Context: an optimization exercise on an open-source flow, tuned for small area. The choices shown serve that exercise and are no tape-out recipe.
Where RTL was checked, it was by simulation tests only, not by an equivalence proof against the original.
No functional check of the RTL was part of run 1.
The clock cells of runs 3 to 6 come from the design's own scripts or RTL, not from TritonCTS.
The clock port is modelled as an ideal driver, which makes a skipped or thinned clock tree look cheaper than it is; a real chip needs a root buffer or a tree.
No activity file was given, so power comes from the tool's default toggle rates.

==> flow/design.v <==
module lift_go_to_target (
    input  wire clk,
    input  wire rst,
    input  wire btn_set,
    input  wire [3:0] sw,
    output wire [14:0] leds,
    output reg  [3:0] floor,
    output reg  [3:0] target_floor,
    output reg  door_open
);
    localparam [8:0] P_END    = 9'd55;
    localparam [8:0] P_START  = 9'd110;
    localparam [8:0] P_START1 = 9'd220;
    localparam [8:0] P_MASK   = 9'd0;
    reg b0, b1;
    always @(posedge clk) begin
        b0 <= btn_set;
        b1 <= b0;
    end
    wire set_pulse = b0 & ~b1;
    reg [3:0] prev_floor;    
    reg       stepped;       
    reg [8:0] pq;
    reg [3:0] hv;            
    reg [3:0] w;             
    wire [8:0] p = pq ^ P_MASK;
    wire [3:0] dif = floor ^ target_floor;
    wire at_target = ~|dif;
    wire below = (dif[3] & target_floor[3]) |
                 (~dif[3] & dif[2] & target_floor[2]) |
                 (~dif[3] & ~dif[2] & dif[1] & target_floor[1]) |
                 (~dif[3] & ~dif[2] & ~dif[1] & target_floor[0]);
    wire p_end    = (p == P_END);
    wire [8:0] p_step = {p[7:0], p[8] ^ p[4] ^ p_end};
    wire f_zero   = ~|floor;
    wire hv_last  = f_zero ? (hv == 4'd1) : floor[0] ? (hv == 4'd7) : (hv == 4'd13);
    wire grp_end  = p_end & hv_last;
    wire door_end = grp_end & ~|w[3:1];
    wire arrival    = at_target & stepped;
    wire first_move = ~at_target & door_open;   
    wire move_step  = ~at_target & ~door_open & p_end;
    reg [8:0] p_nx;
    always @(*) begin
        if (arrival)                         p_nx = P_END;      
        else if (at_target & ~door_open)     p_nx = P_START;    
        else if (first_move)                 p_nx = P_START1;
        else                                 p_nx = p_step;     
    end
    wire [3:0] tog;
    assign tog[0] = 1'b1;
    assign tog[1] = ~(floor[0] ^ below);
    assign tog[2] = tog[1] & ~(floor[1] ^ below);
    assign tog[3] = tog[2] & ~(floor[2] ^ below);
    always @(posedge clk) begin
        if (rst) target_floor <= 4'd0;
        else if (set_pulse) target_floor <= sw;
    end
    always @(posedge clk) begin
        prev_floor <= floor;
        pq <= p_nx ^ P_MASK;
        if (arrival) begin
            hv <= 4'd15;
            w <= floor;
        end else begin
            if (p_end) hv <= hv_last ? 4'd0 : hv + 4'd1;
            if (grp_end) w <= w - 4'd1;
        end
        if (rst) begin
            floor <= 4'd0;
            stepped <= 1'b0;
            door_open <= 1'b0;
        end else begin
            stepped <= move_step;
            door_open <= at_target & (stepped | (door_open & ~door_end));
            if (move_step) floor <= floor ^ tog;
        end
    end
    genvar i;
    generate for (i = 0; i < 15; i = i + 1) begin : g_leds
        assign leds[i] = (prev_floor == i);
    end endgenerate
endmodule
module sevenseg_display (
    input  wire clk,
    input  wire rst,
    input  wire music_en,
    input  wire door_open,
    output reg  [6:0] seg,
    output reg  [3:0] an
);
    localparam BLANK = 7'b1111111;
    localparam NSEG  = 7'b0101011;
    localparam OSEG  = 7'b1000000;
    localparam CSEG  = 7'b1000110;
    localparam [13:0] R_MASK = 14'd0;
    reg [13:0] rq;
    wire [13:0] r = rq ^ R_MASK;
    reg [1:0]  digit;
    wire low_zero = ~|r[12:0];
    wire wrap     = low_zero & ~r[13];
    wire [13:0] r_nx = rst ? 14'd1 : {r[12:0], r[13] ^ r[4] ^ r[2] ^ r[0] ^ low_zero};
    always @(posedge clk) begin
        rq <= r_nx ^ R_MASK;
        if (rst) digit <= 2'd0;
        else digit <= {digit[1] ^ (digit[0] & wrap), digit[0] ^ wrap};
    end
    always @(*) begin
        case (digit)
            2'd0: begin an = 4'b1110; seg = music_en ? NSEG : BLANK; end
            2'd1: begin an = 4'b1101; seg = door_open ? OSEG : CSEG; end
            default: begin an = 4'b1111; seg = BLANK; end
        endcase
    end
endmodule
module top_lift_with_doors (
    input  wire clk,
    input  wire rst,
    input  wire btn_set,
    input  wire [3:0] sw,
    output wire [14:0] leds,
    output wire [6:0] seg,
    output wire [3:0] an
);
    wire [3:0] floor;
    wire [3:0] target_floor;
    wire       door_open;
    lift_go_to_target lift_inst (
        .clk(clk), .rst(rst), .btn_set(btn_set), .sw(sw),
        .leds(leds), .floor(floor), .target_floor(target_floor),
        .door_open(door_open)
    );
    wire music_en = (floor != 4'd0 && floor != 4'd14);
    sevenseg_display sseg (
        .clk(clk), .rst(rst), .music_en(music_en), .door_open(door_open),
        .seg(seg), .an(an)
    );
endmodule
==> flow/flow/run.sh <==
#!/bin/bash
# Layout flow: the standard ORFS flow (standard.sh) with these changes.
#  1. Synthesis is the standard flow's own synthesis script (synth_recipe.tcl) unchanged,
#     except that its ABC mapping step tries the area-oriented ABC scripts
#     flow/abc_*.script on the same netlist and keeps the smallest mapping
#     (flow/area_abc.tcl). Registers are mapped before ABC, so they are
#     exactly the standard synthesis's.
#  2. Port buffers use the smallest buffer cell (buf_1): every port still
#     gets its own buffer.
#  3. Clock tree: CTS without dummy loads, with the buffer list below.
# Each step's full output goes to its own log file in this folder.
set -o pipefail
here=$(pwd)
cat flow/area_abc.tcl synth_recipe.tcl > synth_area.tcl
export AREA_ABC_SCRIPTS="$(ls $here/flow/abc_*.script | tr '\n' ' ')"
bash standard.sh SYNTH_SCRIPT=$here/synth_area.tcl synth > synth.log 2>&1 || exit 1
bash standard.sh \
  BUFFER_PORTS_ARGS="-buffer_cell sky130_fd_sc_hd__buf_1" \
  CTS_ARGS="-sink_clustering_enable -repair_clock_nets -dont_use_dummy_load -buf_list ${CTS_BUFS:-sky130_fd_sc_hd__clkbuf_8}" \
  finish > layout.log 2>&1
==> flow/flow/abc_amap.script <==
strash
dch -f
amap
topo
stime -c
==> flow/flow/abc_amap2.script <==
strash
dch -f
amap
strash
dch -f
amap
topo
stime -c
==> flow/flow/abc_dc2_amap.script <==
strash
dc2
dch -f
amap
topo
stime -c
==> flow/flow/abc_nf.script <==
&get -n
&st
&dch -f
&nf -R 1000
&put
topo
stime -c
==> flow/flow/abc_resub_amap.script <==
strash
balance
resub -K 6
rewrite
resub -K 8
refactor
balance
resub -K 10
rewrite -z
balance
dch -f
amap
topo
stime -c
==> flow/flow/area_abc.tcl <==
# Replaces the ABC mapping step of synth_recipe.tcl: map the same netlist with
# each script in AREA_ABC_SCRIPTS and keep the mapping with the smallest cell
# area. Everything else in the synthesis is unchanged.
proc abc {args} {
  set i [lsearch -exact $args -script]
  set libargs {}
  for {set j 0} {$j < [llength $args]} {incr j} {
    if {[lindex $args $j] eq "-liberty"} { lappend libargs -liberty [lindex $args [expr {$j + 1}]] }
  }
  yosys design -save pre_abc
  set best ""
  set best_area 1e18
  foreach s $::env(AREA_ABC_SCRIPTS) {
    yosys design -load pre_abc
    set a $args
    lset a [expr {$i + 1}] $s
    if { [catch { yosys abc {*}$a } err] } {
      puts "AREA_ABC: $s failed: $err"
      continue
    }
    set st [tee -q -s result.string stat {*}$libargs]
    if { [regexp {Chip area for module '[^']*': ([0-9.]+)} $st -> area] } {
      puts "AREA_ABC: $s $area"
      if { $area < $best_area } { set best_area $area; set best $s }
    }
  }
  yosys design -load pre_abc
  if { $best ne "" } {
    puts "AREA_ABC: using $best ($best_area)"
    lset args [expr {$i + 1}] $best
  }
  yosys abc {*}$args
}
==> flow/standard.sh <==
#!/bin/bash
# synth_recipe.tcl (not shown) runs the flow's synth.tcl, then flattens the netlist and writes it again
# the make line also repeats each setting of config.mk as NAME=value (left out here)
make -C /OpenROAD-flow-scripts/flow DESIGN_CONFIG=/design/flow/config.mk WORK_HOME=/design/flow/orfs CLKGATE_MAP_FILE= SYNTH_SCRIPT=/design/flow/synth_recipe.tcl "${@:-finish}"
==> flow/config.mk <==
export PLATFORM = sky130hd
export DESIGN_NAME = top_lift_with_doors
export DESIGN_NICKNAME = top_lift_with_doors
export VERILOG_FILES = /design/flow/design.v
export SDC_FILE = /design/flow/constraint.sdc
export NUM_CORES = 4
export LEC_CHECK = 0
export CAP_MARGIN = 20
export CORE_MARGIN = 2
export CORE_UTILIZATION = 65
export SLEW_MARGIN = 20
==> flow/constraint.sdc <==
create_clock -name core_clock -period 10.0 [get_ports {clk}]
set_input_delay 2.0000 -clock core_clock [delete_from_list [all_inputs] [get_ports {clk}]]
set_output_delay 2.0000 -clock core_clock [all_outputs]
set_load 0.01 [all_outputs]
==> metrics.cfg, run 1 <==
[synthesis]
synthDistinctLibCells=30
synth_area_mm2=0.00202
yosysTopAreaCellShare=0.446
synthFlopType=dfxtp_1
yosysWarnings=2
ys_seq_area_frac=0.506
ys_ff_latch=49
synth-edff-count=4
postSynthAreaPerCell_um2=8.45
synth.area.top_cells=dfxtp_1, nor2_1, clkinv_1, edfxtp_1, ha_1
synth-async-reset-ratio=0
synth_largest_area_cell=dfxtp_1
synthCells=239

[final_layout]
drive_above_1_share=0.0185
fill_cells=232
final_cells=303
area_growth_pct=9.36
nNetsFinal=286
design_area_mm2=0.00221
antenna_cells=0
post-route-util=0.735

[place]
io_buffers=30
place.gp.congestion=0.787
dpl.hpwl_um=2600
place_area_mm2=0.00214
dp_cells=298
place_ws_ps=6400

[floorplan]
start_util=0.673
design.die.area_mm2=0.00357
die_w_um=59.7
rows=20
io_pins=33
fp.coreArea_mm2=0.00300
chipHeight_um=59.7

[clock_tree]
hold_buffers=0
h-tree-depth=2
cts_tree=yes
numCtsBuffers=5
insertion_delay_ps=290
cts.path.max_buffers=2
cts_setup_buffers=0
ctsResizeCount=0
cts_root_buf=clkbuf_8
path_clk_slew_ps=80
clock_sinks=49

[route]
antenna_left=0
num_vias=1657
drc=0
drt-initial-drc-count=66
vias_per_cell=5.47
dr.pass1.iters=4
wirelength_um=3570
wl_per_cell_um=11.8

[sta]
finalSetupTns_ps=0
final.min_clock_period_ps=3960
finalCritPeriodShare=0.396
skew_ps=5.57
setup_viol=0
rsz0062_at_grt=false
relSlewSlack=0.333
drv_slew=0
whs_ps=358
clock.fmax_mhz=252
worst_pin_slew_ps=1000
hold_violations=0
worst_slack_ps=6040

[setup_path]
critPathMaxStageDelay_ps=620
critPathMaxFanout=8
startpoint_type=flop
cp_slowest_cell=o41ai_1
cp_data_arrival_time_ps=1960
path_buf_inv=2
crit_type=flop to output pin
critical_path.top_delay_family=compound AO/OA/AOI/OAI gates
cp_cell_sequence=clkinv_1, o41ai_1, or3_1, and2_0, buf_1
worst_ep_required_time_ps=8000
critPathCaptureType=output pin

[outcome]
status=no timing/DRC/antenna violations

[global_route]
grt_use_met2=0.365
grt_pass1_vias=1442
use_met1=0.288
grt_usage=0.223
grt_overflow_total=0
grt_use_met3=0.0476
busiest_layer=met2
antenna_found_initial=0
grt_pass1_wl_um=6030
grt_max_degree=26

[hold_path]
hold_class=flop to flop

[pwr]
leakage_nw=0.804
power_mw=0.344
pwr_density_cell_mw_per_mm2=156
irDropWorstVdd_mv=0.129

[run]
maxCapViolations=0

[path summary, 6_finish.rpt]
| kind | startpoint | slack [ps] | endpoint | cells after the start |
|---|---|---|---|---|
| min | lift_inst.b0 | 360 | lift_inst.b1 | 0 |
| max reg2reg | lift_inst.floor[3] | 7150 | lift_inst.floor[3] | 13 |
| min reg2reg | lift_inst.b0 | 360 | lift_inst.b1 | 0 |
| max | lift_inst.floor[2] | 6040 | seg[2] | 5 |
[sequential cells by signal (all words and copies together), names as in the netlist, 2 cells and up]
signal / flops
lift_inst.target_floor: 4
sseg.rq: 14
lift_inst.w: 4
lift_inst.pq: 9
lift_inst.prev_floor: 4
lift_inst.floor: 4
lift_inst.hv: 4
sseg.digit: 2
[logic make-up (layout without fill, tap and decap cells)]
| family | count (synthesis) | count (layout) | synth area share |
|---|---|---|---|
| simple gates | 94 | 94 | 0.206 |
| flops | 49 | 49 | 0.506 |
| compound gates | 46 | 46 | 0.153 |
| buf+inv | 41 | 71 | 0.0855 |
| fa+ha+maj | 7 | 7 | 0.0434 |
| other cells | 1 | 2 | 0.00186 |
| xor+xnor | 1 | 1 | 0.00434 |
[Yosys cell counts (2+ instances only)]
| cell type | number |
|---|---|
| dfxtp_1 | 45 |
| o221ai_1 | 6 |
| o211ai_1 | 2 |
| a21oi_1 | 6 |
| nor4_1 | 3 |
| nand3_1 | 5 |
| or2_0 | 4 |
| o21ai_0 | 12 |
| nand2_1 | 20 |
| o21a_1 | 2 |
| or3_1 | 3 |
| a221oi_1 | 4 |
| nor2_1 | 45 |
| nor2b_1 | 8 |
| clkinv_1 | 36 |
| a22oi_1 | 2 |
| nor3_1 | 3 |
| o22ai_1 | 5 |
| a211oi_1 | 4 |
| ha_1 | 7 |
| edfxtp_1 | 4 |
| buf_4 | 5 |
[cells in the final DEF (no fill, tap or decap), types with 3 or more instances in the layout]
| cell type | instances |
|---|---|
| nand2_1 | 20 |
| o221ai_1 | 6 |
| dfxtp_1 | 45 |
| nor4_1 | 3 |
| clkbuf_8 | 5 |
| buf_1 | 30 |
| or3_1 | 3 |
| or2_0 | 4 |
| o21ai_0 | 12 |
| a211oi_1 | 4 |
| clkinv_1 | 36 |
| ha_1 | 7 |
| o22ai_1 | 5 |
| nor2_1 | 45 |
| a21oi_1 | 6 |
| nand3_1 | 5 |
| nor3_1 | 3 |
| a221oi_1 | 4 |
| edfxtp_1 | 4 |
| nor2b_1 | 8 |
[power by group]
part           total (mW)  switching [mW]  internal (mW)  leakage, nW
clock              0.0997          0.0546         0.0451       0.0359
combinational      0.0305          0.0183         0.0123        0.364
sequential          0.214         0.00613          0.207        0.404
[area by class of cell]
class / count / area, um^2 / share of cell area
Timing Repair Buffer: 30 / 113 / 0.0510
Tap cell: 33 / 41.3 / 0.0187
Inverter: 36 / 135 / 0.0612
Sequential cell: 49 / 1020 / 0.462
Clock buffer: 5 / 68.8 / 0.0312
Multi-Input combinational cell: 150 / 830 / 0.376
[metal layers]
layer	routed length (um)	vias up	share of wire
met3	166	5	0.047
met5	0	-	0
li1	-	867	-
met2	1630	54	0.46
met4	47	0	0.013
met1	1730	731	0.48
==> run 2: changes to the inputs <==
--- a/flow/design.v
+++ b/flow/design.v
@@ -12,5 +12,5 @@
     localparam [8:0] P_START  = 9'd110;
     localparam [8:0] P_START1 = 9'd220;
-    localparam [8:0] P_MASK   = 9'd0;
+    localparam [8:0] P_MASK   = 9'd341;
     reg b0, b1;
     always @(posedge clk) begin
@@ -19,6 +19,15 @@
     end
     wire set_pulse = b0 & ~b1;
-    reg [3:0] prev_floor;    
+    reg [3:0] g;
     reg       stepped;       
+    reg       sb;            
+    wire      rst_d   = ~stepped & sb;
+    wire      step_up = sb;
+    wire [3:0] gtog;
+    assign gtog[0] = 1'b1;
+    assign gtog[1] = ~(g[0] ^ step_up);
+    assign gtog[2] = gtog[1] & ~(g[1] ^ step_up);
+    assign gtog[3] = gtog[2] & ~(g[2] ^ step_up);
+    always @(*) floor = {4{~rst_d}} & (g ^ ({4{stepped}} & gtog));
     reg [8:0] pq;
     reg [3:0] hv;            
@@ -47,9 +56,4 @@
         else                                 p_nx = p_step;     
     end
-    wire [3:0] tog;
-    assign tog[0] = 1'b1;
-    assign tog[1] = ~(floor[0] ^ below);
-    assign tog[2] = tog[1] & ~(floor[1] ^ below);
-    assign tog[3] = tog[2] & ~(floor[2] ^ below);
     always @(posedge clk) begin
         if (rst) target_floor <= 4'd0;
@@ -57,5 +61,6 @@
     end
     always @(posedge clk) begin
-        prev_floor <= floor;
+        g <= floor;
+        sb <= rst | (move_step & below);
         pq <= p_nx ^ P_MASK;
         if (arrival) begin
@@ -67,5 +72,4 @@
         end
         if (rst) begin
-            floor <= 4'd0;
             stepped <= 1'b0;
             door_open <= 1'b0;
@@ -73,10 +77,9 @@
             stepped <= move_step;
             door_open <= at_target & (stepped | (door_open & ~door_end));
-            if (move_step) floor <= floor ^ tog;
         end
     end
     genvar i;
     generate for (i = 0; i < 15; i = i + 1) begin : g_leds
-        assign leds[i] = (prev_floor == i);
+        assign leds[i] = (g == i);
     end endgenerate
 endmodule
@@ -93,5 +96,5 @@
     localparam OSEG  = 7'b1000000;
     localparam CSEG  = 7'b1000110;
-    localparam [13:0] R_MASK = 14'd0;
+    localparam [13:0] R_MASK = 14'd5461;
     reg [13:0] rq;
     wire [13:0] r = rq ^ R_MASK;
@@ -103,5 +106,5 @@
         rq <= r_nx ^ R_MASK;
         if (rst) digit <= 2'd0;
-        else digit <= {digit[1] ^ (digit[0] & wrap), digit[0] ^ wrap};
+        else digit <= wrap ? {digit[0], ~digit[1]} : digit;
     end
     always @(*) begin
==> flow/flow/run.sh (replaced) <==
#!/bin/bash
# Layout flow: the standard ORFS flow (standard.sh) with these changes.
#  1. Synthesis is the standard flow's own synthesis script (synth_recipe.tcl) unchanged,
#     except that its ABC mapping step maps the same netlist with several
#     area-oriented ABC scripts (written below into abc/) and keeps the
#     smallest mapping (flow/area_abc.tcl). Registers are mapped before ABC,
#     so they are exactly the standard synthesis's.
#  2. Port buffers use the smallest buffer cell (buf_1): every port still
#     gets its own buffer.
set -o pipefail
here=$(pwd)
mkdir -p abc
pre=("" "dc2" "balance;resub -K 6;rewrite;resub -K 8;refactor;balance" "ifraig" "dc2;dc2"
     "balance;rewrite;refactor;balance;rewrite -z;refactor -z")
map=("dch -f;amap" "dch -f;map -a" "&get -n;&dch -f;&nf -R 1000;&put" "dch;amap" "amap"
     "dch -f;map -a;amap")
i=0
for p in "${pre[@]}"; do
  for m in "${map[@]}"; do
    i=$((i + 1))
    { echo strash; [ -n "$p" ] && echo "$p" | tr ';' '\n'; echo "$m" | tr ';' '\n'
      echo topo; echo "stime -c"; } > abc/s$(printf %02d $i).script
  done
done
cat flow/area_abc.tcl synth_recipe.tcl > synth_area.tcl
export AREA_ABC_SCRIPTS="$(ls $here/abc/*.script | tr '\n' ' ')"
bash standard.sh SYNTH_SCRIPT=$here/synth_area.tcl synth > synth.log 2>&1 || exit 1
bash standard.sh \
  POST_CTS_TCL=$here/flow/drop_root.tcl \
  BUFFER_PORTS_ARGS="-buffer_cell sky130_fd_sc_hd__buf_1" \
  CTS_ARGS="-sink_clustering_enable -repair_clock_nets -dont_use_dummy_load -buf_list sky130_fd_sc_hd__clkbuf_8" \
  finish > layout.log 2>&1
==> flow/flow/drop_root.tcl (new file) <==
set block [ord::get_db_block]
set root ""
set nleaves 0
foreach inst [$block getInsts] {
  set name [$inst getName]
  if { [string match "clkbuf_0_*" $name] } { set root $inst }
  if { [string match "clkbuf_*" $name] && ![string match "clkbuf_0_*" $name] } { incr nleaves }
}
if { $root ne "" && $nleaves > 0 && $nleaves <= 4 } {
  set innet [[$root findITerm A] getNet]
  set outnet [[$root findITerm X] getNet]
  set ok 1
  foreach it [$outnet getITerms] {
    if { [$it getInst] eq $root } { continue }
    if { ![string match "clkbuf_*" [[$it getInst] getName]] } { set ok 0 }
  }
  if { $ok } {
    foreach it [$outnet getITerms] {
      if { [$it getInst] eq $root } { continue }
      $it disconnect
      $it connect $innet
    }
    [$root findITerm A] disconnect
    [$root findITerm X] disconnect
    odb::dbInst_destroy $root
    odb::dbNet_destroy $outnet
    puts "drop_root: clock port now drives $nleaves leaf buffers"
    estimate_parasitics -placement
    repair_timing -hold -verbose
    detailed_placement
    check_placement -verbose
    report_clock_skew
  }
}
--- a/flow/config.mk
+++ b/flow/config.mk
@@ -8,4 +8,4 @@
 export CAP_MARGIN = 20
 export CORE_MARGIN = 2
-export CORE_UTILIZATION = 65
+export CORE_UTILIZATION = 50
 export SLEW_MARGIN = 20
removed: flow/flow/abc_amap.script
removed: flow/flow/abc_amap2.script
removed: flow/flow/abc_dc2_amap.script
removed: flow/flow/abc_nf.script
removed: flow/flow/abc_resub_amap.script
==> run 2 against run 1 <==
  * Largest cell class unchanged
  * Sequential cell count down 3
  * Via count down 6.1%
  * Register-to-register slack worse by 1700 ps
  * Area after synthesis down 7.1%
  * Synthesized cell count down 5.9%
  * Still clean on timing, DRC and antenna
  * Largest power group unchanged
  * Critical path type unchanged
  * Clock skew up 8.5 ps
  * Utilization down 17 points
  * Clock-buffer cell count down 1
  * Die area up 19%
  * Critical endpoint unchanged
==> metrics.cfg, run 2 <==
[sta]
final.min_clock_period_ps=4810  ; +847 ps
drv_slew=0  ; unchanged
finalSetupTns_ps=0  ; unchanged
rsz0062_at_grt=false
hold_violations=0  ; unchanged
relSlewSlack=0.502  ; +0.169
clock.fmax_mhz=208  ; -18%
setup_viol=0  ; unchanged
skew_ps=14.1  ; +8.52 ps
finalCritPeriodShare=0.481  ; +0.0847
worst_pin_slew_ps=745  ; -256 ps

[global_route]
grt_overflow_total=0  ; unchanged
antenna_found_initial=0  ; unchanged
grt_pass1_wl_um=6180  ; +2.4%
grt_max_degree=18  ; -31%
grt_pass1_vias=1438  ; -0.28%
grt_usage=0.183  ; -0.0400

[final_layout]
antenna_cells=0  ; unchanged
final_cells=303  ; unchanged
final_common_cell=nor2_1
top_regs=sseg.rq: 14 flops, lift_inst.pq: 9 flops
final_cell_mix=nor2_1, dfxtp_1, buf_1, clkinv_1, nand2_1
drive_above_1_share=0.0157  ; -0.00283
fill_cells=342  ; +47%
largest_reg_flops=14  ; unchanged
regMostFlops=sseg.rq
area_growth_pct=10.3
nNetsFinal=267  ; -6.6%

[synthesis]
synthDistinctLibCells=37  ; +23%
synth-async-reset-ratio=0  ; unchanged
synthFlopType=dfxtp_1
synth_area_mm2=0.00188  ; -7.1%
synth_largest_area_cell=dfxtp_1
synthCells=225  ; -5.9%
synth-edff-count=4  ; unchanged
synth_commonest_cells=nor2_1, dfxtp_1, clkinv_1, nand2_1, o21ai_0
ys_seq_area_frac=0.512  ; +0.00677
post-synth-top-count-cell=nor2_1
synth.area.top_cells=dfxtp_1, nor2_1, edfxtp_1, clkinv_1, nand2_1
yosysTopAreaCellShare=0.448  ; +0.00220
yosysWarnings=2  ; unchanged
ys_ff_latch=46  ; -6.1%
postSynthAreaPerCell_um2=8.34  ; -1.3%

[pwr]
irDropWorstVdd_mv=0.101  ; -21%
leakage_nw=0.743  ; -7.5%
pwr_density_cell_mw_per_mm2=146  ; -6.1%

[floorplan]
design.die.area_mm2=0.00426  ; +19%
chipHeight_um=65.2  ; +9.2%
rows=22  ; +10%
fp.coreArea_mm2=0.00363  ; +21%
start_util=0.516  ; -0.156
io_pins=33  ; unchanged
die_w_um=65.2  ; +9.2%

[clock_tree]
clock_sinks=46  ; -6.1%
path_clk_slew_ps=80  ; about the same
insertion_delay_ps=140  ; -150 ps

[route]
num_vias=1556  ; -6.1%
drt-initial-drc-count=95  ; +44%
wl_per_cell_um=11.5  ; -1.9%
drc=0  ; unchanged
antenna_left=0  ; unchanged
dr.pass1.iters=4  ; unchanged
vias_per_cell=5.14  ; -6.1%
wirelength_um=3500  ; -1.9%

[outcome]
status=no timing/DRC/antenna violations

[setup_path]
critPathCaptureType=output pin
worst_ep_required_time_ps=8000  ; about the same
startpoint_type=flop
cp_data_arrival_time_ps=2810  ; +850 ps
critPathMaxFanout=5  ; -3
crit_type=flop to output pin

[place]
dp_cells=299  ; +0.34%
io_buffers=30  ; unchanged
dpl.hpwl_um=2700  ; +3.8%
place.gp.congestion=0.844  ; +7.2%

[hold_path]
hold_class=flop to flop

[run]
maxCapViolations=0  ; unchanged

-- run 2: cell count changes in the layout (fill, tap and decap cells not counted), sizes merged, moves of 3 or more --
cell	delta
a211oi	-3
a21oi	+3
clkinv	-11
dfxtp	-3
ha	-4
nand2	+3
nor2b	-4
nor3	+4
o221ai	-4
-- run 2: layout make-up --
type	count	area (um^2)	area share
inverter	25	93.8	0.0453
tap	48	60.1	0.0290
clock buffer	4	55.1	0.0266
sequential	46	961	0.464
timing repair buffer	30	113	0.0544
multi-input combinational	150	787	0.380
-- run 2: worst max-delay path, stage by stage (launching register included) --
cell	delay, ps
dfxtp_1	400
clkinv_1	150
nand2_1	160
nor2_1	50
o21ai_0	260
clkinv_1	140
a222oi_1	540
nor4_1	190
a41oi_1	340
nand3_1	150
and2_0	170
buf_1	120
-- run 2: logic make-up after synthesis --
family / after synthesis / synth area share
XOR/XNOR: 2 / 0.00934
AO/OA/AOI/OAI: 46 / 0.159
other: 1 / 0.00200
buffers and inverters: 30 / 0.0700
adder cells (fa/ha/maj): 3 / 0.0200
flip-flops: 46 / 0.512
AND/OR/NAND/NOR: 97 / 0.227
-- run 2: layer usage --
metal	global-route usage	wire, um	vias up
met4	0.0469	21	0
met3	0.0360	157	3
li1	-	-	838
met5	0	0	-
met2	0.305	1600	33
met1	0.243	1730	682
-- run 2: path summary, 6_finish.rpt --
kind | slack, ps | from | depth (start not counted) | endpoint
min reg2reg | 350 | lift_inst.b0 | 0 | lift_inst.b1
max reg2reg | 5490 | lift_inst.g[0] | 14 | lift_inst.w[1]
min | 350 | lift_inst.b0 | 0 | lift_inst.b1
max | 5190 | lift_inst.g[0] | 11 | seg[2]
-- run 2: metrics by stage --
stage / cell area (um^2) / setup WS [ps] / utilization / total power [mW] / hold WS [ps]
5_1_grt: 2070 / 4880 / 0.570 / 0.317 / 362
2_1_floorplan: 1880 / 5790 / - / 0.221 / 324
3_3_place_gp: 2010 / 5490 / 0.554 / 0.228 / 326
6_report: 2070 / 5190 / 0.570 / 0.302 / 347
3_5_place_dp: 2010 / 5390 / 0.554 / 0.227 / 328
-- run 2: where the power goes --
part	total, mW	internal [mW]	leakage, nW	switching, mW
clock network	0.0795	0.0365	0.0288	0.0430
registers	0.200	0.194	0.380	0.00563
logic	0.0231	0.00907	0.335	0.0141
total	0.302	0.240	0.743	0.0627
==> run 3: changes to the inputs <==
--- a/flow/flow/run.sh
+++ b/flow/flow/run.sh
@@ -26,6 +26,7 @@
 export AREA_ABC_SCRIPTS="$(ls $here/abc/*.script | tr '\n' ' ')"
 bash standard.sh SYNTH_SCRIPT=$here/synth_area.tcl synth > synth.log 2>&1 || exit 1
+export LEAF_MAX_SLEW=${LEAF_MAX_SLEW:-0.100}
 bash standard.sh \
-  POST_CTS_TCL=$here/flow/drop_root.tcl \
+  POST_CTS_TCL=$here/flow/leaf_tree.tcl \
   BUFFER_PORTS_ARGS="-buffer_cell sky130_fd_sc_hd__buf_1" \
   CTS_ARGS="-sink_clustering_enable -repair_clock_nets -dont_use_dummy_load -buf_list sky130_fd_sc_hd__clkbuf_8" \
==> flow/flow/leaf_tree.tcl (new file) <==
set block [ord::get_db_block]
set clknet [$block findNet clk]
set lib_cells {}

proc clock_sinks {} {
  set block [ord::get_db_block]
  set sinks {}
  foreach inst [$block getInsts] {
    if { ![string match "clkbuf_*" [$inst getName]] } { continue }
    set net [[$inst findITerm X] getNet]
    if { $net eq "NULL" || $net eq "" } { continue }
    foreach it [$net getITerms] {
      if { [$it getInst] ne $inst && ![string match "clkbuf_*" [[$it getInst] getName]] } { lappend sinks $it }
    }
  }
  return $sinks
}

proc clear_tree {} {
  set block [ord::get_db_block]
  set nets {}
  foreach inst [$block getInsts] {
    if { ![string match "clkbuf_*" [$inst getName]] } { continue }
    set net [[$inst findITerm X] getNet]
    if { $net ne "NULL" && $net ne "" } {
      foreach it [$net getITerms] { $it disconnect }
      lappend nets $net
    }
    [$inst findITerm A] disconnect
    odb::dbInst_destroy $inst
  }
  foreach net $nets { odb::dbNet_destroy $net }
}

proc build_tree { sinks k cellname } {
  set block [ord::get_db_block]
  set clknet [$block findNet clk]
  set xs {}; set ys {}
  foreach it $sinks {
    set bb [[$it getInst] getBBox]
    lappend xs [expr {([$bb xMin] + [$bb xMax]) / 2.0}]
    lappend ys [expr {([$bb yMin] + [$bb yMax]) / 2.0}]
  }
  set n [llength $sinks]
  set order [lsort -real -indices $xs]
  set cx {}; set cy {}
  for {set c 0} {$c < $k} {incr c} {
    set s [lindex $order [expr {int(($c + 0.5) * $n / $k)}]]
    lappend cx [lindex $xs $s]; lappend cy [lindex $ys $s]
  }
  for {set iter 0} {$iter < 50} {incr iter} {
    set asg {}
    for {set i 0} {$i < $n} {incr i} {
      set best 0; set bd 1e30
      for {set c 0} {$c < $k} {incr c} {
        set d [expr {abs([lindex $xs $i] - [lindex $cx $c]) + abs([lindex $ys $i] - [lindex $cy $c])}]
        if { $d < $bd } { set bd $d; set best $c }
      }
      lappend asg $best
    }
    set nx {}; set ny {}
    for {set c 0} {$c < $k} {incr c} {
      set sx 0.0; set sy 0.0; set m 0
      for {set i 0} {$i < $n} {incr i} {
        if { [lindex $asg $i] == $c } { set sx [expr {$sx + [lindex $xs $i]}]; set sy [expr {$sy + [lindex $ys $i]}]; incr m }
      }
      if { $m > 0 } { lappend nx [expr {$sx / $m}]; lappend ny [expr {$sy / $m}] } else { lappend nx [lindex $cx $c]; lappend ny [lindex $cy $c] }
    }
    set cx $nx; set cy $ny
  }
  set master [[ord::get_db] findMaster $cellname]
  for {set c 0} {$c < $k} {incr c} {
    set b [odb::dbInst_create $block $master "clkbuf_leaf_$c"]
    set net [odb::dbNet_create $block "clknet_leaf_$c"]
    $net setSigType CLOCK
    [$b findITerm A] connect $clknet
    [$b findITerm X] connect $net
    $b setLocation [expr {int([lindex $cx $c])}] [expr {int([lindex $cy $c])}]
    $b setPlacementStatus PLACED
    for {set i 0} {$i < $n} {incr i} {
      if { [lindex $asg $i] == $c } { [lindex $sinks $i] connect $net }
    }
  }
}

proc worst_clock_slew {} {
  estimate_parasitics -placement
  set w 0
  foreach p [get_pins -hierarchical */CLK] {
    set s [get_property $p slew_max]
    if { $s > $w } { set w $s }
  }
  return $w
}

set sinks [clock_sinks]
set cands {}
foreach k {1 2 3 4} {
  foreach cell {sky130_fd_sc_hd__clkbuf_4 sky130_fd_sc_hd__clkbuf_8 sky130_fd_sc_hd__clkbuf_16} {
    set m [[ord::get_db] findMaster $cell]
    lappend cands [list [expr {$k * [$m getWidth]}] $k $cell]
  }
}
set cands [lsort -integer -index 0 $cands]
set done 0
foreach cand $cands {
  lassign $cand w k cell
  clear_tree
  build_tree $sinks $k $cell
  detailed_placement
  set s [worst_clock_slew]
  puts "leaf_tree: $k x $cell: worst clock-pin slew $s ns"
  if { $s < $::env(LEAF_MAX_SLEW) } { set done 1; break }
}
if { !$done } { error "leaf_tree: no candidate met the clock slew target" }
$clknet setNonDefaultRule NULL
puts "leaf_tree: kept $k x $cell for [llength $sinks] clock sinks"
estimate_parasitics -placement
repair_timing -hold -verbose
detailed_placement
check_placement -verbose
report_clock_skew
removed: flow/flow/drop_root.tcl
==> run 3 against run 2 <==
  * Still clean
  * Clock skew decreased by 8.7 ps
  * Power is essentially flat
  * First-iteration DRC count down 9.5%
  * Worst setup slack improved by 2.8 ps
  * Critical path depth unchanged
  * Global-route usage shrank 0.77 points
  * Final cell count decreased by 0.66%
  * Routed wire length increased by 0.51%
  * Synthesized cell count unchanged
  * Design area decreased by 0.24%
  * Critical path type unchanged
  * Critical endpoint unchanged
==> metrics.cfg, run 3 <==
[outcome]
status=no timing/DRC/antenna violations

[route]
wl_per_cell_um=11.7  ; +1.2%
drc=0  ; unchanged
dr.pass1.iters=4  ; unchanged
vias_per_cell=5.11  ; -0.50%
drt-initial-drc-count=86  ; -9.5%
antenna_left=0  ; unchanged
num_vias=1538  ; -1.2%
wirelength_um=3520  ; +0.51%

[setup_path]
crit_type=flop to output pin
worstSetupStartpoint=lift_inst.g[0]
cp_cell_sequence=clkinv_1, nand2_1, nor2_1, o21ai_0, clkinv_1, a222oi_1, nor4_1, a41oi_1, nand3_1, and2_0, buf_1
cp_slowest_cell=a222oi_1
path_common_cell=clkinv_1
reg2regPathDepth=16  ; +2
reg2reg_to=lift_inst.w[0]
critical_path.top_delay_family=compound AO/OA/AOI/OAI gates
startpoint_type=flop
worst_ep_required_time_ps=8000  ; about the same
path_buf_inv=3  ; unchanged
reg2reg_slack_ps=5500  ; about the same
critPathCaptureType=output pin
cp_data_arrival_time_ps=2810  ; about the same
critPathMaxStageDelay_ps=540  ; about the same
critPathMaxFanout=5  ; unchanged
r2r_start=lift_inst.g[0]

[synthesis]
synth-async-reset-ratio=0  ; unchanged
synth_commonest_cells=nor2_1, dfxtp_1, clkinv_1, nand2_1, o21ai_0
synthDistinctLibCells=37  ; unchanged
yosysWarnings=2  ; unchanged
synth_area_mm2=0.00188  ; unchanged
synth_largest_area_cell=dfxtp_1
ys_seq_area_frac=0.512  ; unchanged
synthCells=225  ; unchanged
post-synth-top-count-cell=nor2_1
synthFlopType=dfxtp_1
yosysTopAreaCellShare=0.448  ; unchanged
postSynthAreaPerCell_um2=8.34  ; unchanged
ys_ff_latch=46  ; unchanged
synth.area.top_cells=dfxtp_1, nor2_1, edfxtp_1, clkinv_1, nand2_1
synth-edff-count=4  ; unchanged

[final_layout]
final_common_cell=nor2_1
area_growth_pct=10.1
nNetsFinal=265  ; -0.75%
fill_cells=341  ; -0.29%
drive_above_1_share=0.00791  ; -0.00778
top_regs=sseg.rq: 14 flops, lift_inst.pq: 9 flops
largest_reg_flops=14  ; unchanged
regMostFlops=sseg.rq
final_cell_mix=nor2_1, dfxtp_1, buf_1, clkinv_1, nand2_1
antenna_cells=0  ; unchanged

[clock_tree]
path_clk_slew_ps=80  ; about the same
insertion_delay_ps=150  ; about the same
clock_sinks=46  ; unchanged

[global_route]
grt_pass1_vias=1440  ; +0.14%
grt_overflow_total=0  ; unchanged
grt_max_degree=26  ; +8
grt_usage=0.175  ; -0.00774
grt_pass1_wl_um=6220  ; +0.66%
antenna_found_initial=0  ; unchanged

[hold_path]
min_from=lift_inst.b0
hold_depth=0  ; unchanged
hold_class=flop to flop
hold_end=lift_inst.b1

[sta]
rsz0062_at_grt=false
whs_ps=347  ; -0.225 ps
hold_violations=0  ; unchanged
setup_viol=0  ; unchanged
finalSetupTns_ps=0  ; unchanged
skew_ps=5.44  ; -8.66 ps
worst_pin_slew_ps=747  ; +2.20 ps
final.min_clock_period_ps=4810  ; -2.75 ps
clock.fmax_mhz=208  ; about the same
finalCritPeriodShare=0.481  ; about the same
drv_slew=0  ; unchanged
relSlewSlack=0.500  ; -0.00147

[place]
dpl.hpwl_um=2700  ; unchanged
place.gp.congestion=0.844  ; unchanged
io_buffers=30  ; unchanged

[floorplan]
io_pins=33  ; unchanged
design.die.area_mm2=0.00426  ; unchanged
die_w_um=65.2  ; unchanged
rows=22  ; unchanged
chipHeight_um=65.2  ; unchanged
start_util=0.516  ; unchanged
fp.coreArea_mm2=0.00363  ; unchanged

[pwr]
leakage_nw=0.739  ; -0.55%
irDropWorstVdd_mv=0.161  ; +60%
pwr_density_cell_mw_per_mm2=146  ; +0.24%

[run]
maxCapViolations=0  ; unchanged

==> run 3: metrics by stage <==
stage | cells | total power [mW] | util | setup WS (ps) | area (um^2)
2_1_floorplan | 226 | 0.221 | - | 5790 | 1880
3_3_place_gp | 299 | 0.228 | 0.554 | 5490 | 2010
3_5_place_dp | 299 | 0.227 | 0.554 | 5390 | 2010
5_1_grt | 301 | 0.317 | 0.568 | 4880 | 2060
6_report | 301 | 0.302 | 0.568 | 5190 | 2060
==> run 3: where the power goes <==
group,internal [mW],switching (mW)
Clock,0.0365,0.0429
Combinational,0.00907,0.0140
Sequential,0.194,0.00587
Total,0.240,0.0628
==> run 3: cells by family (layout without fill, tap and decap cells) <==
logic type                 count (synthesis)  count (layout)  share of synthesized area
buffers and inverters                     30              57                     0.0700
and+or+nand+nor                           97              97                      0.227
xor gates and xnor gates                   2               2                    0.00934
adders and majority gates                  3               3                     0.0200
other                                      1               2                    0.00200
AOI/OAI and AO/OA                         46              46                      0.159
DFF                                       46              46                      0.512
==> run 3: worst max-delay path by stage <==
stage / end / cells past startpoint
3_5_place_dp: seg[2] / 11
3_3_place_gp: seg[2] / 11
5_1_grt: seg[2] / 11
2_1_floorplan: seg[2] / 10
6_report: seg[2] / 11
==> run 3: area by class of cell <==
cell class | count | area, um^2 | share of cell area
plain buffers | 2 | 50.0 | 0.0242
inverters | 25 | 93.8 | 0.0455
multi-input cells | 150 | 787 | 0.381
flip-flops and latches | 46 | 961 | 0.465
well taps | 48 | 60.1 | 0.0291
repair buffers | 30 | 113 | 0.0545
==> run 3: metal layers <==
layer / routed length (um) / GRT usage
met4: 39 / 0.0182
met5: 0 / 0
met2: 1620 / 0.309
met3: 120 / 0.0103
met1: 1740 / 0.245
==> run 3: worst reg2reg max path: cells and delay by family (launching register included) <==
kind / cells / cell delay [ps]
AO/OA/AOI/OAI: 5 / 840
adder cells (fa/ha/maj): 1 / 320
flip-flops: 1 / 400
AND/OR/NAND/NOR: 5 / 1510
buffers and inverters: 5 / 1130
==> run 4: changes to the inputs <==
--- a/flow/config.mk
+++ b/flow/config.mk
@@ -9,3 +9,4 @@
 export CORE_MARGIN = 2
 export CORE_UTILIZATION = 50
+export PLACE_DENSITY = 0.9
 export SLEW_MARGIN = 20
==> run 4 against run 3 <==
  * Routed wire length grew 7.7%
  * Final cell count did not move
  * Combinational power up 5%
  * Fmax is 0.89% lower
  * Power rose by 0.31%
  * Via count rose by 6.7%
  * Utilization unchanged
  * Die area stayed put
  * First-iteration DRC count fell by 28%
  * Clock power barely moved
  * Critical path type unchanged
  * Critical endpoint unchanged
  * Largest power group unchanged
==> metrics.cfg, run 4 <==
[final_layout]
top_regs=sseg.rq: 14 flops, lift_inst.pq: 9 flops
area_growth_pct=10.1  ; unchanged
drive_above_1_share=0.00791  ; unchanged
final_cells=301  ; unchanged
antenna_cells=0  ; unchanged
largest_reg_flops=14  ; unchanged
final_common_cell=nor2_1
regMostFlops=sseg.rq
nNetsFinal=265  ; unchanged
final_cell_mix=nor2_1, dfxtp_1, buf_1, clkinv_1, nand2_1

[synthesis]
synth_top_family_by_area=simple AND/OR/NAND/NOR gates
synth_xor_area_frac=0.00934  ; unchanged
synth_compound_gate_area_share=0.159  ; unchanged
synthCells=225  ; unchanged
synth_area_mm2=0.00188  ; unchanged
synth_commonest_cells=nor2_1, dfxtp_1, clkinv_1, nand2_1, o21ai_0
ys_seq_area_frac=0.512  ; unchanged
synth.area.top_cells=dfxtp_1, nor2_1, edfxtp_1, clkinv_1, nand2_1
synthMuxAreaShare=0  ; unchanged
synthDistinctLibCells=37  ; unchanged
yosysTopAreaCellShare=0.448  ; unchanged
yosysWarnings=2  ; unchanged
yosys.area_share.simple=0.227  ; unchanged
post-synth-top-count-cell=nor2_1
synthAdderAreaFrac=0.0200  ; unchanged
synth-async-reset-ratio=0  ; unchanged
synth-edff-count=4  ; unchanged
synthFlopType=dfxtp_1
ys_ff_latch=46  ; unchanged
synth_largest_area_cell=dfxtp_1
postSynthAreaPerCell_um2=8.34  ; unchanged

[global_route]
grt_overflow_total=0  ; unchanged
grt_pass1_vias=1468  ; +1.9%
grt_usage=0.178  ; +0.00299
antenna_found_initial=0  ; unchanged
grt_pass1_wl_um=6270  ; +0.90%
grt_max_degree=26  ; unchanged

[clock_tree]
insertion_delay_ps=150  ; about the same
clock_sinks=46  ; unchanged
path_clk_slew_ps=90  ; about the same

[sta]
setup_viol=0  ; unchanged
finalSetupTns_ps=0  ; unchanged
worst_pin_slew_ps=857  ; +110 ps
final.min_clock_period_ps=4850  ; +43.3 ps
finalCritPeriodShare=0.485  ; +0.00433
hold_violations=0  ; unchanged
rsz0062_at_grt=false
skew_ps=6.56  ; +1.12 ps
clock.fmax_mhz=206  ; -0.89%
relSlewSlack=0.427  ; -0.0733
drv_slew=0  ; unchanged

[place]
io_buffers=30  ; unchanged
place.gp.congestion=0.786  ; -6.9%
dpl.hpwl_um=2730  ; +1.0%
dp_cells=299  ; unchanged

[floorplan]
rows=22  ; unchanged
die_w_um=65.2  ; unchanged
start_util=0.516  ; unchanged
io_pins=33  ; unchanged
design.die.area_mm2=0.00426  ; unchanged
fp.coreArea_mm2=0.00363  ; unchanged
chipHeight_um=65.2  ; unchanged

[setup_path]
critical_path.top_delay_family=compound AO/OA/AOI/OAI gates
startpoint_type=flop
reg2regPathDepth=14  ; -2
reg2reg_slack_ps=5290  ; -210 ps
crit_type=flop to output pin
path_buf_inv=3  ; unchanged
cp_cell_sequence=clkinv_1, nand2_1, nor2_1, o21ai_0, clkinv_1, a222oi_1, nor4_1, a41oi_1, nand3_1, and2_0, buf_1
reg2reg_to=lift_inst.w[3]
critPathMaxStageDelay_ps=610  ; +70 ps
path_common_cell=clkinv_1
critPathCaptureType=output pin
critPathMaxFanout=5  ; unchanged
worst_ep_required_time_ps=8000  ; about the same
cp_slowest_cell=a222oi_1
cp_data_arrival_time_ps=2850  ; +40 ps
r2r_start=lift_inst.g[0]

[route]
dr.pass1.iters=4  ; unchanged
vias_per_cell=5.45  ; +6.7%
wl_per_cell_um=12.6  ; +7.7%
wirelength_um=3790  ; +7.7%
num_vias=1641  ; +6.7%
drt-initial-drc-count=62  ; -28%
antenna_left=0  ; unchanged
drc=0  ; unchanged

[hold_path]
min_from=lift_inst.b0
hold_class=flop to flop
hold_end=lift_inst.b1
hold_depth=0  ; unchanged

[pwr]
pwr_density_cell_mw_per_mm2=147  ; +0.31%
leakage_nw=0.739  ; unchanged
irDropWorstVdd_mv=0.127  ; -21%

[run]
maxCapViolations=0  ; unchanged

[outcome]
status=no timing/DRC/antenna violations

run 4: cells by family (layout without fill, tap and decap cells):
group | count (synthesis) | count (layout)
adders and majority gates | 3 | 3
other | 1 | 2
buffers and inverters | 30 | 57
xor gates and xnor gates | 2 | 2
DFF | 46 | 46
and+or+nand+nor | 97 | 97
AOI/OAI and AO/OA | 46 | 46
run 4: routing by layer:
layer  vias to the layer above  track usage  share of wire  routed length [um]
met5                         -            0              0                   0
met4                         0       0.0130         0.0087                  33
met3                         3      0.00685          0.039                 148
met2                        42        0.364           0.51                1920
met1                       765        0.211           0.44                1680
li1                        831            -              -                   -
run 4: worst max path at each step:
stage,start,to,slack [ps],cells after the start
floorplan,lift_inst.g[0],seg[2],5790,10
global placement,lift_inst.g[0],seg[2],5550,11
detailed placement,lift_inst.g[0],seg[2],5360,11
global route,lift_inst.g[0],seg[2],4870,11
finish,lift_inst.g[0],seg[2],5150,11
run 4: final cells by class:
type | instances | area, um^2
repair buffers | 30 | 113
inverters | 25 | 93.8
fillers | 307 | 1570
flip-flops and latches | 46 | 961
well taps | 48 | 60.1
plain buffers | 2 | 50.0
multi-input cells | 150 | 787
run 4: report_power, final:
part	internal (mW)	total (mW)	switching (mW)	leakage, nW
clock network	0.0365	0.0792	0.0427	0.0246
logic	0.00909	0.0242	0.0152	0.335
registers	0.194	0.200	0.00593	0.380
total	0.240	0.303	0.0638	0.739
run 4: per-stage QoR:
step	hold WS, ps	instance area [um^2]	setup slack, ps	power, mW	utilization
2_1_floorplan	324	1880	5790	0.221	-
3_5_place_dp	337	2010	5360	0.227	0.554
3_3_place_gp	329	2010	5550	0.226	0.554
6_report	353	2060	5150	0.303	0.568
5_1_grt	371	2060	4870	0.315	0.568
==> run 5: changes to the inputs <==
--- a/flow/config.mk
+++ b/flow/config.mk
@@ -9,4 +9,3 @@
 export CORE_MARGIN = 2
 export CORE_UTILIZATION = 50
-export PLACE_DENSITY = 0.9
 export SLEW_MARGIN = 20
==> run 5 against run 4 <==
  * Still clean
  * First-iteration DRC count increased by 39%
  * Design area unchanged
  * Sequential share of layout area unchanged
  * Die area unchanged
  * Register-to-register slack improved by 210 ps
  * Sequential cell count unchanged
  * Clock skew decreased by 1.1 ps
  * Fmax increased by 0.90%
  * Sequential power about the same
  * Power decreased by 0.31%
  * Critical endpoint unchanged
  * Highest routed layer unchanged
==> metrics.cfg, run 5 <==
[synthesis]
synthDistinctLibCells=37  ; unchanged
yosysWarnings=2  ; unchanged
synth-edff-count=4  ; unchanged
post-synth-top-count-cell=nor2_1
synthCells=225  ; unchanged
postSynthAreaPerCell_um2=8.34  ; unchanged
synth_commonest_cells=nor2_1, dfxtp_1, clkinv_1, nand2_1, o21ai_0
synth_area_mm2=0.00188  ; unchanged
ys_seq_area_frac=0.512  ; unchanged
synth_largest_area_cell=dfxtp_1
ys_ff_latch=46  ; unchanged
synthFlopType=dfxtp_1
yosysTopAreaCellShare=0.448  ; unchanged
synth-async-reset-ratio=0  ; unchanged
synth.area.top_cells=dfxtp_1, nor2_1, edfxtp_1, clkinv_1, nand2_1

[final_layout]
regMostFlops=sseg.rq
final_cell_mix=nor2_1, dfxtp_1, buf_1, clkinv_1, nand2_1
multiInputGateArea_um2=787  ; unchanged
register_area_um2=961  ; unchanged
antenna_cells=0  ; unchanged
design_area_mm2=0.00206  ; unchanged
top_regs=sseg.rq: 14 flops, lift_inst.pq: 9 flops
fill_cells=341  ; +11%
final_common_cell=nor2_1
area_growth_pct=10.1  ; unchanged
largest_reg_flops=14  ; unchanged
nNetsFinal=265  ; unchanged
final_cells=301  ; unchanged
drive_above_1_share=0.00791  ; unchanged

[place]
place.gp.congestion=0.844  ; +7.4%
place_area_mm2=0.00201  ; unchanged
io_buffers=30  ; unchanged
dpl.hpwl_um=2700  ; -1.0%
dp_cells=299  ; unchanged

[pwr]
p_sw_frac=0.208  ; -0.00246
p_sw_mw=0.0628  ; -1.5%
irDropWorstVdd_mv=0.161  ; +27%
p_comb_frac=0.076  ; -0.004
power_mw=0.302  ; -0.31%
seq_power_share=0.661  ; +0.002
pwr_density_cell_mw_per_mm2=146  ; -0.31%
p_int_mw=0.240  ; about the same
leakage_nw=0.739  ; unchanged
clkPwrFrac=0.263  ; +0.002

[sta]
clock.fmax_mhz=208  ; +0.90%
final.min_clock_period_ps=4810  ; -43.3 ps
setup_viol=0  ; unchanged
relSlewSlack=0.500  ; +0.0733
hold_violations=0  ; unchanged
finalCritPeriodShare=0.481  ; -0.00433
finalSetupTns_ps=0  ; unchanged
rsz0062_at_grt=false
drv_slew=0  ; unchanged
whs_ps=347  ; -6.48 ps
worst_pin_slew_ps=747  ; -110 ps
skew_ps=5.44  ; -1.12 ps

[route]
num_vias=1538  ; -6.3%
vias_per_cell=5.11  ; -6.3%
drt-initial-drc-count=86  ; +39%
wirelength_um=3520  ; -7.1%
antenna_left=0  ; unchanged
dr.pass1.iters=4  ; unchanged
wl_per_cell_um=11.7  ; -7.1%
drc=0  ; unchanged

[floorplan]
rows=22  ; unchanged
design.die.area_mm2=0.00426  ; unchanged
chipHeight_um=65.2  ; unchanged
die_w_um=65.2  ; unchanged
start_util=0.516  ; unchanged
io_pins=33  ; unchanged
fp.coreArea_mm2=0.00363  ; unchanged

[clock_tree]
path_clk_slew_ps=80  ; about the same
insertion_delay_ps=150  ; about the same
clock_sinks=46  ; unchanged

[hold_path]
hold_end=lift_inst.b1
hold_depth=0  ; unchanged
hold_class=flop to flop
min_from=lift_inst.b0

[global_route]
grt_overflow_total=0  ; unchanged
grt_pass1_wl_um=6220  ; -0.89%
grt_pass1_vias=1440  ; -1.9%
grt_max_degree=26  ; unchanged
antenna_found_initial=0  ; unchanged
grt_usage=0.175  ; -0.00299

[setup_path]
reg2reg_to=lift_inst.w[0]
crit_type=flop to output pin
worst_ep_required_time_ps=8000  ; about the same
startpoint_type=flop
critPathCaptureType=output pin
critPathMaxFanout=5  ; unchanged
reg2regPathDepth=16  ; +2
cp_data_arrival_time_ps=2810  ; -40 ps
r2r_start=lift_inst.g[0]
reg2reg_slack_ps=5500  ; +210 ps

[run]
maxCapViolations=0  ; unchanged

[outcome]
status=no timing/DRC/antenna violations

run 5: final cells by class:
class,instances,share of cell area
buffer,2,0.0242
timing repair buffer,30,0.0545
multi-input combinational,150,0.381
inverter,25,0.0455
tap,48,0.0291
sequential,46,0.465
run 5: per-stage QoR:
stage	setup slack, ps	util
6_report	5190	0.568
2_1_floorplan	5790	-
3_3_place_gp	5490	0.554
3_5_place_dp	5390	0.554
5_1_grt	4880	0.568
run 5: worst max-delay path by stage:
stage / start / endpoint / slack, ps / cells past startpoint
2_1_floorplan: lift_inst.g[0] / seg[2] / 5790 / 10
3_3_place_gp: lift_inst.g[0] / seg[2] / 5490 / 11
3_5_place_dp: lift_inst.g[0] / seg[2] / 5390 / 11
5_1_grt: lift_inst.g[0] / seg[2] / 4880 / 11
6_report: lift_inst.g[0] / seg[2] / 5190 / 11
run 5: routing by layer:
metal	wire length, um	GRT usage	up-vias
li1	-	-	829
met4	39	0.0182	0
met1	1740	0.245	677
met5	0	0	-
met3	120	0.0103	4
met2	1620	0.309	28
run 5: critical path, cell delays in order (launching register included):
cell	delay, ps
dfxtp_1	400
clkinv_1	150
nand2_1	160
nor2_1	50
o21ai_0	260
clkinv_1	140
a222oi_1	540
nor4_1	190
a41oi_1	340
nand3_1	140
and2_0	170
buf_1	120
run 5: cell families (layout without fill, tap and decap cells):
| logic type | Yosys count | count (layout) | synth area share |
|---|---|---|---|
| DFF | 46 | 46 | 0.512 |
| and+or+nand+nor | 97 | 97 | 0.227 |
| adders and majority gates | 3 | 3 | 0.0200 |
| xor gates and xnor gates | 2 | 2 | 0.00934 |
| other | 1 | 2 | 0.00200 |
| AOI/OAI and AO/OA | 46 | 46 | 0.159 |
| buffers and inverters | 30 | 57 | 0.0700 |
run 5: power by group through the flow:
stage	Sequential [mW]	Clock, mW	Combinational, mW
3_5_place_dp	0.204	0	0.0231
5_1_grt	0.201	0.0887	0.0270
6_report	0.200	0.0794	0.0231
2_1_floorplan	0.202	0	0.0189
3_3_place_gp	0.204	0	0.0232
==> run 6: changes to the inputs <==
--- a/flow/flow/run.sh
+++ b/flow/flow/run.sh
@@ -26,5 +26,5 @@
 export AREA_ABC_SCRIPTS="$(ls $here/abc/*.script | tr '\n' ' ')"
 bash standard.sh SYNTH_SCRIPT=$here/synth_area.tcl synth > synth.log 2>&1 || exit 1
-export LEAF_MAX_SLEW=${LEAF_MAX_SLEW:-0.100}
+export LEAF_MAX_SLEW=${LEAF_MAX_SLEW:-0.110}
 bash standard.sh \
   POST_CTS_TCL=$here/flow/leaf_tree.tcl \
--- a/flow/config.mk
+++ b/flow/config.mk
@@ -9,3 +9,4 @@
 export CORE_MARGIN = 2
 export CORE_UTILIZATION = 50
+export PLACE_DENSITY = 0.9
 export SLEW_MARGIN = 20
==> run 6 against run 5 <==
  * Still clean
  * Routed wire length rose by 4.9%
  * Final cell count rose by 0.33%
  * Combinational power rose by 3%
  * Critical path depth did not move
  * Global-route usage fell by 0.18 points
  * Critical path type unchanged
  * Largest power group unchanged
==> metrics.cfg, run 6 <==
[floorplan]
rows=22  ; unchanged
io_pins=33  ; unchanged
design.die.area_mm2=0.00426  ; unchanged
fp.coreArea_mm2=0.00363  ; unchanged
start_util=0.516  ; unchanged
chipHeight_um=65.2  ; unchanged
die_w_um=65.2  ; unchanged

[synthesis]
synth_commonest_cells=nor2_1, dfxtp_1, clkinv_1, nand2_1, o21ai_0
synth_area_mm2=0.00188  ; unchanged
ys_ff_latch=46  ; unchanged
synthFlopType=dfxtp_1
synthCells=225  ; unchanged
synth_largest_area_cell=dfxtp_1
yosysTopAreaCellShare=0.448  ; unchanged
synthDistinctLibCells=37  ; unchanged
synth.area.top_cells=dfxtp_1, nor2_1, edfxtp_1, clkinv_1, nand2_1
postSynthAreaPerCell_um2=8.34  ; unchanged
synth-async-reset-ratio=0  ; unchanged
yosysWarnings=2  ; unchanged
post-synth-top-count-cell=nor2_1
ys_seq_area_frac=0.512  ; unchanged
synth-edff-count=4  ; unchanged

[setup_path]
crit_type=flop to output pin
critPathMaxStageDelay_ps=610  ; +70 ps
critPathMaxFanout=5  ; unchanged
critPathCaptureType=output pin
cp_cell_sequence=clkinv_1, nand2_1, nor2_1, o21ai_0, clkinv_1, a222oi_1, nor4_1, a41oi_1, nand3_1, and2_0, buf_1
reg2reg_to=lift_inst.w[0]
r2r_start=lift_inst.g[0]
worst_ep_required_time_ps=8000  ; about the same
path_buf_inv=3  ; unchanged
reg2regPathDepth=14  ; -2
critical_path.top_delay_family=compound AO/OA/AOI/OAI gates
path_common_cell=clkinv_1
cp_slowest_cell=a222oi_1
reg2reg_slack_ps=5300  ; -200 ps
startpoint_type=flop
worstSetupStartpoint=lift_inst.g[0]
cp_data_arrival_time_ps=2870  ; +60 ps

[pwr]
p_sw_mw=0.0646  ; +2.8%
pwr_density_cell_mw_per_mm2=144  ; -1.9%
irDropWorstVdd_mv=0.110  ; -32%
seq_power_share=0.676  ; +0.015
leakage_nw=0.736  ; -0.42%
power_mw=0.295  ; -2.3%
p_int_mw=0.231  ; -3.6%
clkPwrFrac=0.243  ; -0.020
p_comb_frac=0.081  ; +0.005
p_sw_frac=0.219  ; +0.0109

[sta]
clock.fmax_mhz=205  ; -1.4%
relSlewSlack=0.443  ; -0.0579
hold_violations=0  ; unchanged
finalSetupTns_ps=0  ; unchanged
final.min_clock_period_ps=4870  ; +67.7 ps
worst_pin_slew_ps=834  ; +86.5 ps
setup_viol=0  ; unchanged
finalCritPeriodShare=0.487  ; +0.00677
rsz0062_at_grt=false
skew_ps=15.9  ; +10.5 ps
drv_slew=0  ; unchanged

[final_layout]
area_growth_pct=9.61
multiInputGateArea_um2=787  ; unchanged
drive_above_1_share=0.0118  ; +0.00391
fill_cells=309  ; -9.4%
nNetsFinal=266  ; +0.38%
regMostFlops=sseg.rq
register_area_um2=961  ; unchanged
antenna_cells=0  ; unchanged
top_regs=sseg.rq: 14 flops, lift_inst.pq: 9 flops
final_cell_mix=nor2_1, dfxtp_1, buf_1, clkinv_1, nand2_1
final_common_cell=nor2_1
largest_reg_flops=14  ; unchanged

[global_route]
grt_pass1_vias=1456  ; +1.1%
grt_overflow_total=0  ; unchanged
grt_pass1_wl_um=6110  ; -1.8%
grt_max_degree=19  ; -27%
grt_usage=0.173  ; -0.00176
antenna_found_initial=0  ; unchanged

[route]
vias_per_cell=5.37  ; +5.1%
num_vias=1622  ; +5.5%
drt-initial-drc-count=73  ; -15%
dr.pass1.iters=4  ; unchanged
wirelength_um=3690  ; +4.9%
wl_per_cell_um=12.2  ; +4.5%
antenna_left=0  ; unchanged
drc=0  ; unchanged

[clock_tree]
clock_sinks=46  ; unchanged
insertion_delay_ps=160  ; about the same
path_clk_slew_ps=100  ; +20 ps

[run]
maxCapViolations=0  ; unchanged

[place]
place.gp.congestion=0.786  ; -6.9%
io_buffers=30  ; unchanged
dpl.hpwl_um=2730  ; +1.0%

[hold_path]
hold_depth=0  ; unchanged
hold_class=flop to flop
min_from=lift_inst.b0
hold_end=lift_inst.b1

[outcome]
status=no timing/DRC/antenna violations

[run 6: through the flow]
| step | hold WS (ps) | instance area, um^2 | setup slack, ps | instances | util |
|---|---|---|---|---|---|
| floorplan | 324 | 1880 | 5790 | 226 | - |
| global placement | 329 | 2010 | 5550 | 299 | 0.554 |
| detailed placement | 337 | 2010 | 5360 | 299 | 0.554 |
| global route | 346 | 2060 | 4870 | 302 | 0.566 |
| finish | 332 | 2060 | 5130 | 302 | 0.566 |
[run 6: worst max path at each step]
stage	end	depth (start not counted)	slack, ps
detailed placement	seg[2]	11	5360
global placement	seg[2]	11	5550
finish	seg[2]	11	5130
floorplan	seg[2]	10	5790
global route	seg[2]	11	4870
[run 6: metal layers]
metal / share of wire / global-route usage / vias up
met3: 0.036 / 0.00856 / 7
met5: 0 / 0 / -
met4: 0.014 / 0.0234 / 0
met2: 0.50 / 0.344 / 43
met1: 0.45 / 0.208 / 740
li1: - / - / 832
[run 6: cell families after synthesis]
kind of cell / after synthesis / synth area share
adder cells (fa/ha/maj): 3 / 0.0200
AND/OR/NAND/NOR: 97 / 0.227
XOR/XNOR: 2 / 0.00934
buffers and inverters: 30 / 0.0700
AO/OA/AOI/OAI: 46 / 0.159
flip-flops: 46 / 0.512
other: 1 / 0.00200
[run 6: power groups by stage]
stage	registers, mW	clock network, mW	logic (mW)
floorplan	0.202	0	0.0189
global placement	0.203	0	0.0222
detailed placement	0.204	0	0.0233
global route	0.201	0.0794	0.0275
finish	0.200	0.0719	0.0238
[run 6: cell type report]
type | instances | area share
plain buffers | 3 | 0.0201
repair buffers | 30 | 0.0548
inverters | 25 | 0.0456
multi-input cells | 150 | 0.383
flip-flops and latches | 46 | 0.467
well taps | 48 | 0.0292

afterwards: timing with drivers on the ports:
How much do the figures lean on ideal ports? The routed layouts below were timed once more, with nothing changed but the port constraints. Step 1, drivers: a clkbuf_16 drives clk and a buf_2 each remaining input, both assumed. Step 2, shift: input delay + t, output delay - t, t = (earliest + latest rising clock arrival at the registers) / 2. This alone moves slack from input paths to output paths. a / b / c = no drivers / after step 1 / after step 2; a / b = the first two.
| run | shift t [ns] | slack for setup (ns) | hold slack, ns | latest minus earliest clock arrival (ns) |
|---|---|---|---|---|
| run 1 | 0.307 | 6.039 / 6.015 / 6.322 | 0.358 / 0.358 / 0.358 | 0.006 / 0.006 |
| run 2 | 0.184 | 5.192 / 5.143 / 5.327 | 0.347 / 0.347 / 0.347 | 0.014 / 0.014 |
| run 3 | 0.189 | 5.195 / 5.153 / 5.342 | 0.347 / 0.347 / 0.347 | 0.006 / 0.005 |
| run 4 | 0.192 | 5.151 / 5.107 / 5.289 | 0.353 / 0.353 / 0.353 | 0.007 / 0.007 |
| run 5 | 0.189 | 5.195 / 5.153 / 5.342 | 0.347 / 0.347 / 0.347 | 0.006 / 0.005 |
| run 6 | 0.193 | 5.127 / 5.083 / 5.276 | 0.332 / 0.332 / 0.332 | 0.016 / 0.016 |
After both steps setup and hold are still met in every run listed.
